Context: an optimization exercise on an open-source flow, tuned for a short achievable clock period and few clock cycles. The choices shown serve that exercise and are no tape-out recipe.
In this exercise RTL edits were held to simulation tests only and were not proved equivalent to the original.
Power figures rest on the tool's default switching activity, not on a simulated workload.

[flow/standard.sh]
#!/bin/bash
# synth_recipe.tcl (not shown) runs the flow's synth.tcl, then flattens the netlist and writes it again
# the make line also repeats each setting of config.mk as NAME=value (left out here)
make -C /OpenROAD-flow-scripts/flow DESIGN_CONFIG=/design/flow/config.mk WORK_HOME=/design/flow/orfs CLKGATE_MAP_FILE= SYNTH_SCRIPT=/design/flow/synth_recipe.tcl "${@:-finish}"
[flow/constraint.sdc]
create_clock -name core_clock -period 15.0 [get_ports {clk}]
set_input_delay 3.0000 -clock core_clock [delete_from_list [all_inputs] [get_ports {clk}]]
set_output_delay 3.0000 -clock core_clock [all_outputs]
set_load 0.01 [all_outputs]
[flow/config.mk]
export PLATFORM = sky130hd
export DESIGN_NAME = rvcore_verilog
export DESIGN_NICKNAME = rvcore_verilog
export VERILOG_FILES = /design/flow/design.v
export SDC_FILE = /design/flow/constraint.sdc
export NUM_CORES = 4
export LEC_CHECK = 0
export CAP_MARGIN = 20
export CORE_MARGIN = 2
export CORE_UTILIZATION = 30
export SLEW_MARGIN = 20
export SYNTH_HIERARCHICAL = 1
export TNS_END_PERCENT = 10
[flow/design.v]
module rvcore_verilog(
   input          clk,
   output [31:0] mem_addr,   
   output [31:0] mem_wdata,  
   output  [3:0] mem_wmask,  
   input  [31:0] mem_rdata,  
   output        mem_rstrb,  
   input         mem_rbusy,  
   input         mem_wbusy,  
   input         reset,       
    input               sobel_busy,
    output  reg         sobel_enable,
    output  reg [31:0]  sobel_in_addr, sobel_out_addr
);
   parameter RESET_ADDR       = 32'h00000000;
   parameter ADDR_WIDTH       = 24;
   localparam AW = ADDR_WIDTH;
   wire run = ~mem_rbusy & ~mem_wbusy;
   reg [AW-1:0] fpc;       
   reg          f2_valid;  
   reg [AW-1:0] f2_pc;
   reg [AW-1:0] f2_pnext;
   reg          d_valid;   
   reg [AW-1:0] d_pc;      
   reg [AW-1:0] d_pnext;   
   reg  [31:0]  d_cdata;   
   reg          e_valid;
   reg  [4:0]   e_rd;
   reg          e_wbE;     
   reg          e_ld, e_st, e_br, e_jal, e_jalr, e_alu, e_md, e_div, e_sob;
   reg  [2:0]   e_f3;
   reg          e_i30, e_i5;
   reg  [31:0]  e_a, e_b;   
   reg  [31:0]  e_ca, e_cb;  
   reg [AW-1:0] e_ga;        
   reg          e_ag;        
   reg [AW-1:0] e_addr;      
   reg          e_aok;       
   reg  [31:0]  e_ma, e_mb;  
   reg          e_ms1, e_ms2;  
   reg          e_dsg;       
   reg  [AW-1:0] e_imm;     
   reg  [AW-1:0] e_tgt;     
   reg  [31:0]  e_fix;      
   reg          e_wt1, e_wt2;  
   reg          e_mul;
   reg          e_wdv, e_wd1, e_wd2;  
   reg [AW-1:0] e_pc, e_pc4, e_pc8, e_pnext, e_tgt4;
   reg          e_eqT, e_eqF;   
   reg          jr_mis;         
   reg [AW-1:0] jr_tgt, jr_tgt4;
   reg          m_valid;    
   reg          m_mul;
   reg  [4:0]   m_rd;
   reg  [2:0]   m_f3;
   reg  [1:0]   m_lo;
   reg          sob_pend;   
   wire [31:0] resE;
   wire        weE;
   wire [31:0] ld_data;
   wire [31:0] m_val;
   wire        weD;
   wire [31:0] divOut;
   wire        weM = m_valid & (m_rd != 5'd0);
   wire [32*32-1:0] rfv;
   assign rfv[31:0] = 32'b0;
   genvar gi;
   generate
      for (gi = 1; gi < 32; gi = gi + 1) begin : RF
         reg [31:0] r;
         always @(posedge clk) begin
            if (weE && e_rd == gi)
              r <= resE;
            else if (weM && m_rd == gi)
              r <= m_val;
            else if (weD && div_rd == gi)
              r <= divOut;
         end
         assign rfv[gi*32 +: 32] = r;
      end
   endgenerate
   wire [31:0] di = d_cdata;
   wire d_isLoad   = (di[6:2] == 5'b00000);
   wire d_isALUimm = (di[6:2] == 5'b00100);
   wire d_isAUIPC  = (di[6:2] == 5'b00101);
   wire d_isStore  = (di[6:2] == 5'b01000);
   wire d_isALUreg = (di[6:2] == 5'b01100);
   wire d_isLUI    = (di[6:2] == 5'b01101);
   wire d_isBranch = (di[6:2] == 5'b11000);
   wire d_isJALR   = (di[6:2] == 5'b11001);
   wire d_isJAL    = (di[6:2] == 5'b11011);
   wire d_isSob    = (di[6:2] == 5'b00010);
   wire [31:0] d_Uimm = {di[31], di[30:12], {12{1'b0}}};
   wire [31:0] d_Iimm = {{21{di[31]}}, di[30:20]};
   wire [31:0] d_Simm = {{21{di[31]}}, di[30:25], di[11:7]};
   wire [31:0] d_Bimm = {{20{di[31]}}, di[7], di[30:25], di[11:8], 1'b0};
   wire [31:0] d_Jimm = {{12{di[31]}}, di[19:12], di[20], di[30:21], 1'b0};
   wire [4:0] d_rs1 = di[19:15];
   wire [4:0] d_rs2 = di[24:20];
   wire [4:0] d_rd  = di[11:7];
   wire d_isMul    = d_isALUreg & di[25] & ~di[14];
   wire d_isDiv    = d_isALUreg & di[25] &  di[14];
   wire d_use1 = ~(d_isLUI | d_isAUIPC | d_isJAL);
   wire d_use2 = d_isALUreg | d_isBranch | d_isStore | d_isSob;
   wire [AW-1:0] d_PCplusImm, d_tgt4;
   wire          d_eqT;
   rv_dtgt u_dtgt(.pc(d_pc), .di(di), .pnext(d_pnext),
                  .tgt(d_PCplusImm), .tgt4(d_tgt4), .eq(d_eqT));
   wire [AW-1:0] d_PCplus4 = d_pc + 4;
   wire          d_eqF = (d_pnext == d_PCplus4);
   wire [31:0] d_fix =
      (d_isLUI            ? d_Uimm             : 32'b0) |
      (d_isAUIPC          ? {{(32-AW){1'b0}}, d_PCplusImm} : 32'b0) |
      (d_isJAL | d_isJALR ? {{(32-AW){1'b0}}, d_PCplus4}   : 32'b0);
   wire e_done;
   wire e_fwd  = e_done & e_wbE & (e_rd != 5'd0);
   wire ev;
   wire e_ldfw = ev & (e_ld | e_mul) & (e_rd != 5'd0);
   wire m_fwd  = m_valid & (m_rd != 5'd0);
   wire [31:0] rf1, rf2;
   rv_rfrd u_rf1(.v(rfv), .i(d_rs1), .o(rf1));
   rv_rfrd u_rf2(.v(rfv), .i(d_rs2), .o(rf2));
   wire [31:0] d_v1 = (e_fwd & e_rd == d_rs1) ? resE :
                      (m_fwd & m_rd == d_rs1) ? m_val :
                      (weD & div_rd == d_rs1) ? divOut : rf1;
   wire [31:0] d_v2 = (e_fwd & e_rd == d_rs2) ? resE :
                      (m_fwd & m_rd == d_rs2) ? m_val :
                      (weD & div_rd == d_rs2) ? divOut : rf2;
   wire       e_div_go = e_done & e_div;
   wire       div_hold = div_busy & ~div_fin;
   wire [4:0] hz_rd    = e_div_go ? e_rd : div_rd;
   wire       hz_on    = (e_div_go | div_hold) & (hz_rd != 5'd0);
   wire d_wd1 = hz_on & d_use1 & (d_rs1 == hz_rd);
   wire d_wd2 = hz_on & d_use2 & (d_rs2 == hz_rd);
   wire d_wdw = hz_on & ~(d_isBranch | d_isStore) & (d_rd == hz_rd);
   wire d_w1 = d_use1 & e_ldfw & (e_rd == d_rs1);
   wire [AW-1:0] d_addr;
   wire          d_efw1 = e_fwd & (e_rd == d_rs1);
   wire [AW-1:0] d_base = d_efw1 ? resE[AW-1:0] : rf1[AW-1:0];
   rv_add24 u_dagu(.a(d_base), .b(d_isStore ? d_Simm[AW-1:0] : d_Iimm[AW-1:0]),
                   .s(d_addr));
   wire d_byp1 = ~d_efw1 & ((m_fwd & m_rd == d_rs1) | (weD & div_rd == d_rs1)) |
                 d_w1 | d_wd1;
   wire d_w2 = d_use2 & e_ldfw & (e_rd == d_rs2);
   wire [31:0] aluIn1 = e_a;
   wire [31:0] aluIn2 = e_b;
   wire [7:0]  funct3Is = 8'b00000001 << e_f3;
   wire [31:0] aluOut_base;
   rv_alu u_alu(.a(aluIn1), .b(aluIn2), .f3(e_f3), .i30(e_i30), .i5(e_i5),
                .out(aluOut_base));
   wire predicate;
   rv_bcmp u_bcmp(.a(e_ca), .b(e_cb), .f3(e_f3), .taken(predicate));
   wire sign1 = e_ma[31] & e_ms1;
   wire sign2 = e_mb[31] & e_ms2;
   wire signed [32:0] m_in1 = {sign1, e_ma};
   wire signed  [8:0] m_b0  = {1'b0,  e_mb[ 7: 0]};
   wire signed  [8:0] m_b1  = {1'b0,  e_mb[15: 8]};
   wire signed  [8:0] m_b2  = {1'b0,  e_mb[23:16]};
   wire signed  [8:0] m_b3  = {sign2, e_mb[31:24]};
   wire [41:0] pp0_n, pp1_n, pp2_n, pp3_n;
   rv_mul33x9 u_pp0(.a(m_in1), .b(m_b0), .p(pp0_n));
   rv_mul33x9 u_pp1(.a(m_in1), .b(m_b1), .p(pp1_n));
   rv_mul33x9 u_pp2(.a(m_in1), .b(m_b2), .p(pp2_n));
   rv_mul33x9 u_pp3(.a(m_in1), .b(m_b3), .p(pp3_n));
   reg  [41:0] pp0, pp1, pp2, pp3;
   always @(posedge clk) begin
      if (run) begin
         pp0 <= pp0_n;
         pp1 <= pp1_n;
         pp2 <= pp2_n;
         pp3 <= pp3_n;
      end
   end
   wire [63:0] multiply;
   rv_msum u_msum(.p0(pp0), .p1(pp1), .p2(pp2), .p3(pp3), .s(multiply));
   reg         div_busy;  
   reg  [1:0]  div_st;    
   reg  [4:0]  div_rd;
   reg         div_rem, div_sgn;
   reg  [31:0] dv_r, dv_q, dv_d, dv_m;
   wire [31:0] absN = (e_dsg & aluIn1[31]) ? -aluIn1 : aluIn1;
   wire [31:0] absD = (e_dsg & aluIn2[31]) ? -aluIn2 : aluIn2;
   wire        div_sign = e_dsg & (e_f3[1] ? aluIn1[31] :
                          (aluIn1[31] != aluIn2[31]) & |aluIn2);
   wire [31:0] dsh_n, dmsk_n;
   wire        d_zero, n_lt_d;
   rv_dnorm u_dnorm(.n(dv_r), .d(dv_d), .dsh(dsh_n), .msk(dmsk_n),
                    .dzero(d_zero), .nltd(n_lt_d));
   wire [31:0] s1_r, s1_q, s1_d, s1_m, s2_r, s2_q, s2_d, s2_m;
   rv_dstep u_ds1(.r(dv_r), .q(dv_q), .d(dv_d), .m(dv_m),
                  .r2(s1_r), .q2(s1_q), .d2(s1_d), .m2(s1_m));
   rv_dstep u_ds2(.r(s1_r), .q(s1_q), .d(s1_d), .m(s1_m),
                  .r2(s2_r), .q2(s2_q), .d2(s2_d), .m2(s2_m));
   wire [31:0] divRes  = div_rem ? dv_r : dv_q;
   assign      divOut  = div_sgn ? -divRes : divRes;
   wire        div_fin = div_busy & div_st[1];
   assign      weD     = div_fin & (div_rd != 5'd0);
   wire [31:0] mulOut = (m_f3[1:0] == 2'b00) ? multiply[31:0] : multiply[63:32];
   assign resE = e_alu ? aluOut_base : e_fix;
   assign ev = e_valid & ~jr_mis;
   wire e_wait   = e_wt1 | e_wt2 | e_wdv;
   wire st_block = e_st & (sob_pend | sobel_enable);
   wire e_busy   = e_div ? (div_busy & ~div_fin) :
                   e_sob ? sob_pend :
                   st_block | ((e_ld | e_st) & ~e_aok);
   assign e_done = ev & ~e_wait & ~e_busy;
   wire bus_data = ev & (e_ld | e_st) & ~e_wait & ~st_block & e_aok;
   wire e_taken  = e_jal | (e_br & predicate);
   wire [AW-1:0] agu;
   rv_add24 u_agu(.a(e_ga), .b(e_imm), .s(agu));
   wire [AW-1:0] jalr_tgt = {agu[AW-1:1], 1'b0};
   wire e_bj   = e_br | e_jal;
   wire br_mis_n = e_done & e_bj & (e_taken ? ~e_eqT : ~e_eqF);
   wire jr_mis_n = br_mis_n | e_done & (e_jalr ? (e_pnext != jalr_tgt) : ~e_bj & ~e_eqF);
   wire redir = jr_mis;
   wire [AW-1:0] redir_tgt  = jr_tgt;
   wire [AW-1:0] redir_tgt4 = jr_tgt4;
   wire [AW-1:0] bt_new = e_jalr ? jalr_tgt : e_tgt;
   wire e_accept = ~ev | e_done;
   assign weE = e_done & e_wbE & (e_rd != 5'd0);
   wire [63:0]      ic_v;
   wire [64*16-1:0] ic_tagv;
   wire [64*32-1:0] ic_dv;
   wire [15:0]      bt_v;
   wire [16*18-1:0] bt_tagv;
   wire [16*AW-1:0] bt_tgtv;
   reg           ic_hit_q, bt_hit_q;
   reg  [31:0]   ic_data_q;
   wire          ic_jal_q = (ic_data_q[6:2] == 5'b11011);
   wire          ic_pt_q  = ic_jal_q | ((ic_data_q[6:2] == 5'b11000) & ic_data_q[31]);
   wire [AW-1:0] ic_imm_q = ic_jal_q ?
                  {{(AW-20){ic_data_q[31]}}, ic_data_q[19:12], ic_data_q[20], ic_data_q[30:21], 1'b0} :
                  {{(AW-12){ic_data_q[31]}}, ic_data_q[7], ic_data_q[30:25], ic_data_q[11:8], 1'b0};
   wire [AW-1:0] ic_tgt_q = fpc + ic_imm_q;
   reg  [AW-1:0] bt_tgt_q;
   wire d_free = ~d_valid | e_accept;
   wire fq     = ~f2_valid | d_free;
   wire          r_hitT;
   wire [31:0]   r_dataT;
   rv_iclk2 u_rJ(.a(jr_tgt), .v(ic_v), .tagv(ic_tagv), .dv(ic_dv), .hit(r_hitT), .data(r_dataT));
   wire          redir_hit  = r_hitT;
   wire [31:0]   redir_data = r_dataT;
   wire hit_go    = d_free & (redir ? redir_hit : (~f2_valid & ic_hit_q));
   wire bus_fetch = fq & ~bus_data & ~hit_go;
   wire fetch_go  = hit_go | bus_fetch;
   wire f2_del    = f2_valid & d_free & ~redir;
   wire [AW-1:0] faddr = redir ? redir_tgt : fpc;
   wire [AW-1:0] pnext = redir ? redir_tgt4 : bt_hit_q ? bt_tgt_q :
                         (ic_hit_q & ic_pt_q) ? ic_tgt_q : fpc + 4;
   wire [AW-1:0] pnext_a = bt_hit_q ? bt_tgt_q : (ic_hit_q & ic_pt_q) ? ic_tgt_q : fpc + 4;
   wire          fgo_a   = (d_free & ~f2_valid & ic_hit_q) | (fq & ~bus_data);
   wire [AW-1:0] fpc_c1  = jr_mis ? jr_tgt4 : fgo_a ? pnext_a : fpc;
   wire          ic_hit_1, bt_hit_1;
   wire [31:0]   ic_data_1;
   wire [AW-1:0] bt_tgt_1;
   rv_iclk2 u_iclk1(.a(fpc_c1), .v(ic_v), .tagv(ic_tagv), .dv(ic_dv),
                    .hit(ic_hit_1), .data(ic_data_1));
   rv_btlk u_btlk1(.a(fpc_c1), .v(bt_v), .tagv(bt_tagv), .tgtv(bt_tgtv),
                   .hit(bt_hit_1), .tgt(bt_tgt_1));
   reg  [AW-1:0] pf_addr;   
   reg           pf_pend;   
   reg  [AW-1:0] pf_fa;     
   reg           pf_ok_q;   
   wire [AW-1:0] pf_diff = pf_addr - fpc;
   wire pf_sel  = d_free & ~f2_valid & ic_hit_q & pf_ok_q;
   wire pf_fire = run & ~bus_data & ~redir & pf_sel;
   wire [AW-1:0] alt_addr = pf_sel ? pf_addr : fpc;
   wire [AW-1:0] pf_addr_n = (~bus_data & ~redir & pf_sel) ? pf_addr + 4 :
                             pf_diff[AW-1] ? fpc : pf_addr;
   wire [AW-1:0] pf_addr_r = pf_diff[AW-1] ? fpc : pf_addr;
   wire [AW-1:0] pf_addr_a = (~bus_data & pf_sel) ? pf_addr + 4 : pf_addr_r;
   wire [AW-1:0] pf_diff_1 = (jr_mis ? pf_addr_r : pf_addr_a) - fpc_c1;
   always @(posedge clk) begin
      if (!reset) begin
         ic_hit_q <= 1'b0;
         bt_hit_q <= 1'b0;
         pf_ok_q  <= 1'b1;
      end else begin
         ic_hit_q <= run & ic_hit_1;
         bt_hit_q <= run & bt_hit_1;
         pf_ok_q  <= run & (pf_diff_1 < 24'd192);
      end
      ic_data_q <= ic_data_1;
      bt_tgt_q  <= bt_tgt_1;
   end
   assign mem_addr  = {{(32-AW){1'b0}}, bus_data ? e_addr : jr_mis ? jr_tgt : alt_addr};
   wire   rq_r      = bus_data ? e_ld : fq;
   assign mem_rstrb = (rq_r & ~mem_rbusy) & ~mem_wbusy;
   wire mem_byteAccess     = e_f3[1:0] == 2'b00;
   wire mem_halfwordAccess = e_f3[1:0] == 2'b01;
   assign mem_wdata[ 7: 0] = e_b[7:0];
   assign mem_wdata[15: 8] = e_addr[0] ? e_b[7:0]  : e_b[15: 8];
   assign mem_wdata[23:16] = e_addr[1] ? e_b[7:0]  : e_b[23:16];
   assign mem_wdata[31:24] = e_addr[0] ? e_b[7:0]  :
                             e_addr[1] ? e_b[15:8] : e_b[31:24];
   wire [3:0] STORE_wmask =
              mem_byteAccess      ?
                    (e_addr[1] ?
                          (e_addr[0] ? 4'b1000 : 4'b0100) :
                          (e_addr[0] ? 4'b0010 : 4'b0001)
                    ) :
              mem_halfwordAccess ?
                    (e_addr[1] ? 4'b1100 : 4'b0011) :
              4'b1111;
   assign mem_wmask = ({4{bus_data & e_st}} & STORE_wmask & {4{~mem_rbusy}}) & {4{~mem_wbusy}};
   wire m_byte = m_f3[1:0] == 2'b00;
   wire m_half = m_f3[1:0] == 2'b01;
   wire [15:0] LOAD_halfword = m_lo[1] ? mem_rdata[31:16] : mem_rdata[15:0];
   wire  [7:0] LOAD_byte     = m_lo[0] ? LOAD_halfword[15:8] : LOAD_halfword[7:0];
   wire LOAD_sign = !m_f3[2] & (m_byte ? LOAD_byte[7] : LOAD_halfword[15]);
   assign ld_data = m_byte ? {{24{LOAD_sign}}, LOAD_byte} :
                    m_half ? {{16{LOAD_sign}}, LOAD_halfword} :
                             mem_rdata;
   assign m_val = m_mul ? mulOut : ld_data;
   reg           ic_fill, ic_inv;
   reg  [AW-1:0] ic_fa, ic_ia;
   reg  [31:0]   ic_fd;
   always @(posedge clk) begin
      if (!reset) begin
         ic_fill <= 1'b0;
         ic_inv  <= 1'b0;
      end else begin
         ic_fill <= run & (f2_valid | pf_pend);
         ic_inv  <= run & bus_data & e_st;
      end
      ic_fa <= pf_pend ? pf_fa : f2_pc;
      ic_fd <= mem_rdata;
      ic_ia <= e_addr;
   end
   wire          ic_same = (ic_ia[AW-1:2] == ic_fa[AW-1:2]);
   genvar ci;
   generate
      for (ci = 0; ci < 64; ci = ci + 1) begin : IC
         reg        v;
         reg [15:0] tag;
         reg [31:0] data;
         always @(posedge clk) begin
            if (!reset)
              v <= 1'b0;
            else if (ic_fill && ic_fa[7:2] == ci)
              v <= ~(ic_inv & ic_same);
            else if (ic_inv && ic_ia[7:2] == ci && tag == ic_ia[AW-1:8])
              v <= 1'b0;
            if (ic_fill && ic_fa[7:2] == ci) begin
               tag  <= ic_fa[AW-1:8];
               data <= ic_fd;
            end
         end
         assign ic_v[ci] = v;
         assign ic_tagv[ci*16 +: 16] = tag;
         assign ic_dv[ci*32 +: 32] = data;
      end
   endgenerate
   wire bt_wr  = e_done & (e_taken | e_jalr);
   wire bt_inv = br_mis_n & ~e_taken;
   genvar bi;
   generate
      for (bi = 0; bi < 16; bi = bi + 1) begin : BT
         reg          v;
         reg [17:0]   tag;
         reg [AW-1:0] tgt;
         always @(posedge clk) begin
            if (!reset)
              v <= 1'b0;
            else if (bt_wr && e_pc[5:2] == bi)
              v <= 1'b1;
            else if (bt_inv && e_pc[5:2] == bi)
              v <= 1'b0;
            if (bt_wr && e_pc[5:2] == bi) begin
               tag <= e_pc[AW-1:6];
               tgt <= bt_new;
            end
         end
         assign bt_v[bi] = v;
         assign bt_tagv[bi*18 +: 18] = tag;
         assign bt_tgtv[bi*AW +: AW] = tgt;
      end
   endgenerate
   wire d_go = run & d_valid & e_accept & ~redir;
   always @(posedge clk) begin
      if (!reset) begin
         fpc     <= RESET_ADDR[AW-1:0];
         f2_valid <= 1'b0;
         d_valid <= 1'b0;
         pf_pend <= 1'b0;
         pf_addr <= RESET_ADDR[AW-1:0];
         e_valid <= 1'b0;
         e_wt1   <= 1'b0;
         e_wt2   <= 1'b0;
         m_valid <= 1'b0;
         div_busy <= 1'b0;
         e_wdv   <= 1'b0;
         jr_mis  <= 1'b0;
      end else if (run) begin
         jr_mis  <= jr_mis_n;
         jr_tgt  <= e_jalr ? jalr_tgt : e_taken ? e_tgt : e_pc4;
         jr_tgt4 <= e_jalr ? jalr_tgt + 4 : e_taken ? e_tgt4 : e_pc8;
         pf_pend <= pf_fire;
         pf_fa   <= pf_addr;
         pf_addr <= pf_addr_n;
         if (fetch_go)
            fpc <= pnext;
         f2_valid <= bus_fetch | (f2_valid & ~f2_del & ~redir);
         if (bus_fetch) begin
            f2_pc    <= faddr;
            f2_pnext <= pnext;
         end
         d_valid <= hit_go | f2_del | (d_valid & ~e_accept & ~redir);
         if (f2_del) begin
            d_pc    <= f2_pc;
            d_pnext <= f2_pnext;
            d_cdata <= mem_rdata;
         end else if (hit_go) begin
            d_pc    <= faddr;
            d_pnext <= pnext;
            d_cdata <= redir ? redir_data : ic_data_q;
         end
         m_valid <= (bus_data & e_ld) | (e_done & e_mul);
         m_mul   <= e_mul;
         if (bus_data | e_mul) begin
            m_rd <= e_rd;
            m_f3 <= e_f3;
            m_lo <= e_addr[1:0];
         end
         if (e_div_go) begin
            div_busy <= 1'b1;
            div_rd   <= e_rd;
            div_rem  <= e_f3[1];
            div_sgn  <= div_sign;
            dv_r     <= absN;
            dv_d     <= absD;
            div_st   <= 2'd0;
         end else if (div_busy) begin
            case (div_st)
              2'd0: begin
                 if (d_zero) begin
                    dv_q   <= 32'hffffffff;
                    div_st <= 2'd2;
                 end else if (n_lt_d) begin
                    dv_q   <= 32'b0;
                    div_st <= 2'd2;
                 end else begin
                    dv_q   <= 32'b0;
                    dv_d   <= dsh_n;
                    dv_m   <= dmsk_n;
                    div_st <= 2'd1;
                 end
              end
              2'd1: begin
                 dv_r <= s2_r;
                 dv_q <= s2_q;
                 dv_d <= s2_d;
                 dv_m <= s2_m;
                 if (s2_m == 0) div_st <= 2'd2;
              end
              default: div_busy <= 1'b0;
            endcase
         end
         if (d_go) begin
            e_valid <= 1'b1;
            e_rd    <= d_rd;
            e_wbE   <= ~(d_isBranch | d_isStore | d_isLoad | d_isMul | d_isDiv);
            e_mul   <= d_isMul;
            e_pc    <= d_pc;
            e_pc4   <= d_PCplus4;
            e_pc8   <= d_pc + 8;
            e_pnext <= d_pnext;
            e_tgt4  <= d_tgt4;
            e_eqT   <= d_eqT;
            e_eqF   <= d_eqF;
            e_ld    <= d_isLoad;
            e_st    <= d_isStore;
            e_br    <= d_isBranch;
            e_jal   <= d_isJAL;
            e_jalr  <= d_isJALR;
            e_alu   <= d_isALUimm | d_isALUreg;
            e_md    <= d_isALUreg & di[25];
            e_div   <= d_isALUreg & di[25] & di[14];
            e_sob   <= d_isSob;
            e_f3    <= di[14:12];
            e_i30   <= di[30];
            e_i5    <= di[5];
            e_a     <= d_v1;
            e_b     <= d_isALUimm ? d_Iimm : d_v2;
            e_ag    <= d_isLoad | d_isStore | d_isJALR;
            e_addr  <= d_addr;
            e_aok   <= ~d_byp1;
            e_ms1   <= (di[14:12] == 3'd1);
            e_ms2   <= (di[14:12] == 3'd1) | (di[14:12] == 3'd2);
            e_dsg   <= ~di[12];
            if (d_isMul) begin
               e_ma <= d_v1;
               e_mb <= d_v2;
            end
            if (d_isBranch) begin
               e_ca <= d_v1;
               e_cb <= d_v2;
            end
            if (d_isLoad | d_isStore | d_isJALR)
               e_ga <= d_v1[AW-1:0];
            e_imm   <= d_isStore ? d_Simm[AW-1:0] : d_Iimm[AW-1:0];
            e_tgt   <= d_PCplusImm;
            e_fix   <= d_fix;
            e_wt1   <= d_w1;
            e_wt2   <= d_w2 & ~d_isALUimm;
            e_wdv   <= d_wd1 | d_wd2 | d_wdw;
            e_wd1   <= d_wd1;
            e_wd2   <= d_wd2;
         end else begin
            if (e_done | jr_mis) e_valid <= 1'b0;
            if (ev & (e_ld | e_st) & ~e_wait & ~e_aok) begin
               e_addr <= agu;
               e_aok  <= 1'b1;
            end
            if (e_valid & e_wt1 & m_valid) begin
               e_a   <= m_val;
               if (e_br) e_ca <= m_val;
               if (e_mul) e_ma <= m_val;
               if (e_ag) e_ga <= m_val[AW-1:0];
               e_wt1 <= 1'b0;
            end
            if (e_valid & e_wt2 & m_valid) begin
               e_b   <= m_val;
               if (e_br) e_cb <= m_val;
               if (e_mul) e_mb <= m_val;
               e_wt2 <= 1'b0;
            end
            if (e_valid & e_wdv & div_fin) begin
               if (e_wd1) e_a <= divOut;
               if (e_wd1 & e_br) e_ca <= divOut;
               if (e_wd1 & e_mul) e_ma <= divOut;
               if (e_wd1 & e_ag) e_ga <= divOut[AW-1:0];
               if (e_wd2) e_b <= divOut;
               if (e_wd2 & e_br) e_cb <= divOut;
               if (e_wd2 & e_mul) e_mb <= divOut;
               e_wdv <= 1'b0;
            end
         end
      end
   end
   always @(posedge clk) begin
      sobel_enable <= 1'b0;
      if (!reset) begin
         sob_pend <= 1'b0;
      end else begin
         if (sob_pend & ~sobel_busy & ~sobel_enable) begin
            sobel_enable <= 1'b1;
            sob_pend     <= 1'b0;
         end
         if (run & ev & e_sob & ~e_wait & ~sob_pend) begin
            sob_pend       <= 1'b1;
            sobel_in_addr  <= e_a;
            sobel_out_addr <= e_b;
         end
      end
   end
endmodule
module rv_rfrd(input [32*32-1:0] v, input [4:0] i, output [31:0] o);
   assign o = v[i*32 +: 32];
endmodule
module rv_dtgt(input [23:0] pc, input [31:0] di, input [23:0] pnext,
               output [23:0] tgt, output [23:0] tgt4, output eq);
   wire [31:0] Uimm = {di[31], di[30:12], {12{1'b0}}};
   wire [31:0] Bimm = {{20{di[31]}}, di[7], di[30:25], di[11:8], 1'b0};
   wire [31:0] Jimm = {{12{di[31]}}, di[19:12], di[20], di[30:21], 1'b0};
   wire [23:0] imm  = di[3] ? Jimm[23:0] : di[4] ? Uimm[23:0] : Bimm[23:0];
   assign tgt  = pc + imm;
   assign tgt4 = pc + imm + 24'd4;
   assign eq   = (pnext == tgt);
endmodule
module rv_add24(input [23:0] a, input [23:0] b, output [23:0] s);
   assign s = a + b;
endmodule
module rv_alu(input [31:0] a, input [31:0] b, input [2:0] f3, input i30,
              input i5, output [31:0] out);
   wire [7:0]  funct3Is = 8'b00000001 << f3;
   wire [31:0] aluPlus = a + b;
   wire [32:0] aluMinus = {1'b1, ~b} + {1'b0,a} + 33'b1;
   wire        LT  = (a[31] ^ b[31]) ? a[31] : aluMinus[32];
   wire        LTU = aluMinus[32];
   wire [31:0] shifter_in = funct3Is[1] ?
     {a[ 0], a[ 1], a[ 2], a[ 3], a[ 4], a[ 5], a[ 6], a[ 7],
      a[ 8], a[ 9], a[10], a[11], a[12], a[13], a[14], a[15],
      a[16], a[17], a[18], a[19], a[20], a[21], a[22], a[23],
      a[24], a[25], a[26], a[27], a[28], a[29], a[30], a[31]} : a;
   /*verilator lint_off WIDTH*/
   wire [31:0] shifter = $signed({i30 & a[31], shifter_in}) >>> b[4:0];
   /*verilator lint_on WIDTH*/
   wire [31:0] leftshift = {
     shifter[ 0], shifter[ 1], shifter[ 2], shifter[ 3], shifter[ 4],
     shifter[ 5], shifter[ 6], shifter[ 7], shifter[ 8], shifter[ 9],
     shifter[10], shifter[11], shifter[12], shifter[13], shifter[14],
     shifter[15], shifter[16], shifter[17], shifter[18], shifter[19],
     shifter[20], shifter[21], shifter[22], shifter[23], shifter[24],
     shifter[25], shifter[26], shifter[27], shifter[28], shifter[29],
     shifter[30], shifter[31]};
   assign out =
     (funct3Is[0]  ? i30 & i5 ? aluMinus[31:0] : aluPlus : 32'b0) |
     (funct3Is[1]  ? leftshift                           : 32'b0) |
     (funct3Is[2]  ? {31'b0, LT}                         : 32'b0) |
     (funct3Is[3]  ? {31'b0, LTU}                        : 32'b0) |
     (funct3Is[4]  ? a ^ b                               : 32'b0) |
     (funct3Is[5]  ? shifter                             : 32'b0) |
     (funct3Is[6]  ? a | b                               : 32'b0) |
     (funct3Is[7]  ? a & b                               : 32'b0) ;
endmodule
module rv_bcmp(input [31:0] a, input [31:0] b, input [2:0] f3,
               output taken);
   wire [32:0] d   = {1'b0, a} - {1'b0, b};
   wire        LTU = d[32];
   wire        LT  = (a[31] ^ b[31]) ? a[31] : LTU;
   wire        EQ  = (a == b);
   assign taken = (f3 == 3'd0) ?  EQ  :
                  (f3 == 3'd1) ? ~EQ  :
                  (f3 == 3'd4) ?  LT  :
                  (f3 == 3'd5) ? ~LT  :
                  (f3 == 3'd6) ?  LTU :
                  (f3 == 3'd7) ? ~LTU : 1'b0;
endmodule
module rv_mul33x9(input signed [32:0] a, input signed [8:0] b,
                  output signed [41:0] p);
   assign p = a * b;
endmodule
module rv_msum(input [41:0] p0, input [41:0] p1, input [41:0] p2,
               input [41:0] p3, output [63:0] s);
   wire [63:0] q0 = {{22{p0[41]}}, p0};
   wire [63:0] q1 = {{14{p1[41]}}, p1,  8'b0};
   wire [63:0] q2 = {{ 6{p2[41]}}, p2, 16'b0};
   wire [63:0] q3 = {p3[39:0], 24'b0};
   wire [63:0] cs1s = q0 ^ q1 ^ q2;
   wire [63:0] cs1c = {(q0[62:0] & q1[62:0]) | (q0[62:0] & q2[62:0]) |
                       (q1[62:0] & q2[62:0]), 1'b0};
   wire [63:0] cs2s = cs1s ^ cs1c ^ q3;
   wire [63:0] cs2c = {(cs1s[62:0] & cs1c[62:0]) | (cs1s[62:0] & q3[62:0]) |
                       (cs1c[62:0] & q3[62:0]), 1'b0};
   assign s = cs2s + cs2c;
endmodule
module rv_dnorm(input [31:0] n, input [31:0] d, output [31:0] dsh,
                output [31:0] msk, output dzero, output nltd);
   wire [31:0] nN0 = n;
   wire        zN4 = nN0[31:16] == 0; wire [31:0] nN1 = zN4 ? {nN0[15:0],16'b0} : nN0;
   wire        zN3 = nN1[31:24] == 0; wire [31:0] nN2 = zN3 ? {nN1[23:0], 8'b0} : nN1;
   wire        zN2 = nN2[31:28] == 0; wire [31:0] nN3 = zN2 ? {nN2[27:0], 4'b0} : nN2;
   wire        zN1 = nN3[31:30] == 0; wire [31:0] nN4 = zN1 ? {nN3[29:0], 2'b0} : nN3;
   wire        zN0 = ~nN4[31];
   wire [4:0]  clzN = {zN4, zN3, zN2, zN1, zN0};
   wire [31:0] nD0 = d;
   wire        zD4 = nD0[31:16] == 0; wire [31:0] nD1 = zD4 ? {nD0[15:0],16'b0} : nD0;
   wire        zD3 = nD1[31:24] == 0; wire [31:0] nD2 = zD3 ? {nD1[23:0], 8'b0} : nD1;
   wire        zD2 = nD2[31:28] == 0; wire [31:0] nD3 = zD2 ? {nD2[27:0], 4'b0} : nD2;
   wire        zD1 = nD3[31:30] == 0; wire [31:0] nD4 = zD1 ? {nD3[29:0], 2'b0} : nD3;
   wire        zD0 = ~nD4[31];
   wire [4:0]  clzD = {zD4, zD3, zD2, zD1, zD0};
   wire [4:0]  dshift = clzD - clzN;
   assign dsh   = d << dshift;
   assign msk   = 32'b1 << dshift;
   assign dzero = (d == 32'b0);
   assign nltd  = (n < d);
endmodule
module rv_dstep(input [31:0] r, input [31:0] q, input [31:0] d, input [31:0] m,
                output [31:0] r2, output [31:0] q2, output [31:0] d2,
                output [31:0] m2);
   wire [32:0] df = {1'b0, r} - {1'b0, d};
   wire        go = (m != 0) & ~df[32];
   assign r2 = go ? df[31:0] : r;
   assign q2 = go ? q | m : q;
   assign d2 = d >> 1;
   assign m2 = m >> 1;
endmodule
module rv_btlk(input [23:0] a, input [15:0] v, input [16*18-1:0] tagv,
               input [16*24-1:0] tgtv, output hit, output [23:0] tgt);
   wire [3:0] i = a[5:2];
   assign hit = v[i] & (tagv[i*18 +: 18] == a[23:6]);
   assign tgt = tgtv[i*24 +: 24];
endmodule
module rv_iclk2(input [23:0] a, input [63:0] v, input [64*16-1:0] tagv,
                input [64*32-1:0] dv, output hit, output [31:0] data);
   wire [5:0] i = a[7:2];
   assign hit  = v[i] & (tagv[i*16 +: 16] == a[23:8]);
   assign data = dv[i*32 +: 32];
endmodule
[flow/flow/io.tcl]
# Keep the ports of the paths from the memory's busy inputs to the request
# outputs next to each other, so that their gates sit close to the pins.
set_io_pin_constraint -group -order -pin_names {mem_rbusy mem_wbusy mem_rstrb mem_wmask[0] mem_wmask[1] mem_wmask[2] mem_wmask[3]}
[flow/flow/run.sh]
#!/bin/bash
# Standard synthesis, then the standard layout with three changes in how it
# is made: repair_timing is asked for extra setup slack (flow/margin.txt), so
# that the layout is optimised well below the 15 ns clock period; the port
# buffers are buf_6 cells; and the ports of the busy-to-request paths are
# placed next to each other (flow/io.tcl). The layout steps use 8 threads.
set -uo pipefail
MARGIN=$(cat flow/margin.txt)
bash standard.sh synth > synth.log 2>&1 || exit 1
bash standard.sh SETUP_SLACK_MARGIN=$MARGIN NUM_CORES=8 \
  "BUFFER_PORTS_ARGS=-buffer_cell sky130_fd_sc_hd__buf_6" \
  PRE_IO_PLACEMENT_TCL=$(pwd)/flow/io.tcl finish > layout.log 2>&1 || exit 1
[flow/flow/margin.txt]
8.5
==> out/qor.csv <==
stage;metric;value;unit
status;status;complete, no violations;
sta;Final Cycle Share;0.4779;
clock_network;TritonCTS clock tree;done;
cells_and_area;nets;33080;
synth;syn_area_per_cell;11.89;sq um
power_and_ir_drop;worst vdd ir;0.6619;mV
cells_and_area;Util after Layout;0.3382;
sta;Fmax;139.5;MHz
critical_path;crit path DAT;4.17;ns
drt;DRT Pass-1 Iters;7;
synth;synth warn;7;
drt;via count;291000;
clock_network;CTS buffer count;660;
global_route;gr usage total;0.2492;
power_and_ir_drop;combinational share of power;0.394;
global_route;global route overflow;0;
synth;mapped cell area;377300;sq um
floorplan;I/O pin cnt;171;
power_and_ir_drop;Pwr Total;58.53;mW
power_and_ir_drop;switching share of power;0.4062;
clock_network;root buffer cell;clkbuf_16;
clock_network;H-tree depth;6;
critical_path;CP max stage delay;0.40;ns
clock_network;latest clock arrival within the worst-skew pair;1.15;ns
power_and_ir_drop;pwr dens;137.8;nW/um^2
clock_network;clk sink count;5906;
global_route;number of global-route vias before repair;277200;
drt;DR WL/cell;33.89;microns
floorplan;die width;1126;microns
sta;Final TNS setup;0;ns
power_and_ir_drop;Internal;34.75;mW
cells_and_area;share of layout cells above drive strength 1;0.1688;
floorplan;Chip Height;1126;microns
sta;Max transition margin;0.04598;
sta;Fin. Hold Viols;0;
critical_path;CP max stage cell;or2_4;
drt;DRT antenna net count;0;
power_and_ir_drop;Lkg Pwr;151.0;nW
critical_path;crit end category;primary output;
floorplan;core area;1256000;sq um
critical_path;worst reg2reg path depth;22;
min_path;Hold Path Class;register to register;
place;DP Area;399000;sq um
critical_path;critical path startpoint category;primary input;
drt;Remaining DRCs;0;
global_route;largest net degree at the start of global routing;157;
cells_and_area;Layout area overhead;12.60;%
sta;final hold slack;0.4746;ns
power_and_ir_drop;sequential cell fraction of total power;0.322;
sta;Clock Skew;0.1356;ns
sta;crit path time final;7.169;ns
sta;Final Slew Violations;0;
place;Routability Congestion;1.042;
synth;Synth Instances;31730;
flow_run;max_cap viols;0;
global_route;initial antenna violation count;154;
drt;DRC marker count from the first detailed-route iteration;47820;
clock_network;CTS max path bufs;5;
floorplan;row count;412;
clock_network;# hold bufs at CTS;0;
drt;Via density;5.984;
sta;actual slew at the worst max-slew pin;1.416;ns
cells_and_area;Final Instance Area;424900;sq um
floorplan;die area;1267000;sq um
critical_path;crit path cell chain;buf_6, or2_4, buf_12, a21oi_4, buf_12, buf_6;
place;dpl hpwl;1093000;microns
critical_path;crit path kind;primary input to primary output;
critical_path;worst-path maximum fanout;3;
floorplan;Initial Util;0.3004;
power_and_ir_drop;Clock power frac;0.284;
critical_path;Worst EP required;12.00;ns
drt;drt total wl;1648000;microns
sta;unrepaired setup endpoints after global routing;yes;
global_route;global-route wire length before repair;2246000;microns
sta;setup violators final;0;
clock_network;CTS clk-pin slew, worst paths;0.06;ns
place;IO Port Bufs;162;
power_and_ir_drop;NetSw;23.77;mW
min_path;Hold Path Cell Cnt;2;
[flip-flops by register name, indices dropped and copies added (netlist names), 40 cells and up]
signal	flops
pp3	40
IC.v	64
BT.tag	288
pp2	42
IC.data	1920
pp1	42
BT.tgt	384
IC.tag	1024
RF.r	992
pp0	42
[placed cells by master, fill, tap and decap left out, types with 320 or more instances in the layout]
| cell | count |
|---|---|
| fa_1 | 1038 |
| and2_1 | 738 |
| clkbuf_16 | 677 |
| nand3_1 | 548 |
| inv_1 | 1175 |
| nor2_1 | 1109 |
| nand4_1 | 320 |
| xnor2_1 | 1137 |
| mux2i_1 | 1580 |
| edfxtp_1 | 5633 |
| ha_1 | 774 |
| xor2_1 | 574 |
| a21o_1 | 393 |
| o21ai_0 | 2740 |
| mux4_2 | 1941 |
| a21oi_1 | 1124 |
| buf_4 | 982 |
| nand2_1 | 4168 |
[cell type report]
cell class	instances	area, sq um
repair buffers	1314	12530
clock buffers	846	17760
flip-flops and latches	5906	174700
clock inverters	342	3481
fillers	122700	831400
well taps	16770	20980
repair inverters	13	106.4
diodes	113	282.8
inverters	1204	4732
multi-input cells	22120	190300
[critical path: cells and delay by family]
| family | cells | cell delay [ns] |
|---|---|---|
| compound gates | 1 | 0.16 |
| buf+inv | 4 | 0.58 |
| simple gates | 1 | 0.40 |
[layer usage]
metal | GRT usage | wire length, microns | up-vias
li1 | - | - | 116800
met1 | 0.3157 | 596200 | 147300
met2 | 0.3637 | 692600 | 22180
met3 | 0.09565 | 242300 | 4678
met4 | 0.1414 | 116300 | 66
met5 | 0 | 484 | -
[final timing paths]
kind	slack, ns	startpoint	to
max	7.83	mem_wbusy	mem_rstrb
min	0.47	f2_pnext[23]	d_pnext[23]
max reg2reg	8.17	pp2[17]	e_b[26]
min reg2reg	0.47	f2_pnext[23]	d_pnext[23]
[timing repair]
item / in CTS / in global routing
hold endpoints to repair: 0 / 0
setup buffers: 56 / 54
resized for setup: 262 / 247
pin swaps: 23 / 34
gates cloned: 37 / 7
endpoints found under the setup margin: 373 / 470
[power by group through the flow]
| stage | sequential, mW | clock [mW] | combinational [mW] |
|---|---|---|---|
| finish | 18.9 | 16.6 | 23.1 |
| global route | 18.9 | 17.2 | 24.1 |
| CTS | 18.9 | 16.6 | 22.1 |
| detailed placement | 19.2 | 0 | 21.8 |
| global placement | 19.2 | 0 | 21.7 |
| floorplan | 19.0 | 0 | 13.2 |
[through the flow]
step,setup slack (ns),instances
4_1_cts,7.880,48440
6_report,7.831,48630
2_1_floorplan,7.373,31820
5_1_grt,7.843,48530
3_5_place_dp,5.607,47160
3_3_place_gp,5.239,47160
Testbench counts, summed over its fixed seeds: cycles 68,929.

static timing again, ports no longer ideal:
Ports are ideal in the flow. The routed layout listed here was re-timed in OpenROAD.
Step 1: set_driving_cell puts a clkbuf_16 on clk and a buf_2 on each other input, an assumption about the parent block.
Step 2 moves the port delays by t, midway between the first and last clock arrival at a register: inputs arrive t later, outputs are due t later. That takes back most of the time a late clock gives input paths.
Three values: ideal, step 1, step 2; two values: the first two.
t, ns: 1.246
slack for setup (ns): 7.831 / 7.723 / 7.384
hold slack, ns: 0.475 / 0.475 / 0.475
After both steps this run still meets setup and hold. The setup slack of this run moves by -0.108 ns with the drivers and by -0.447 ns with both steps.
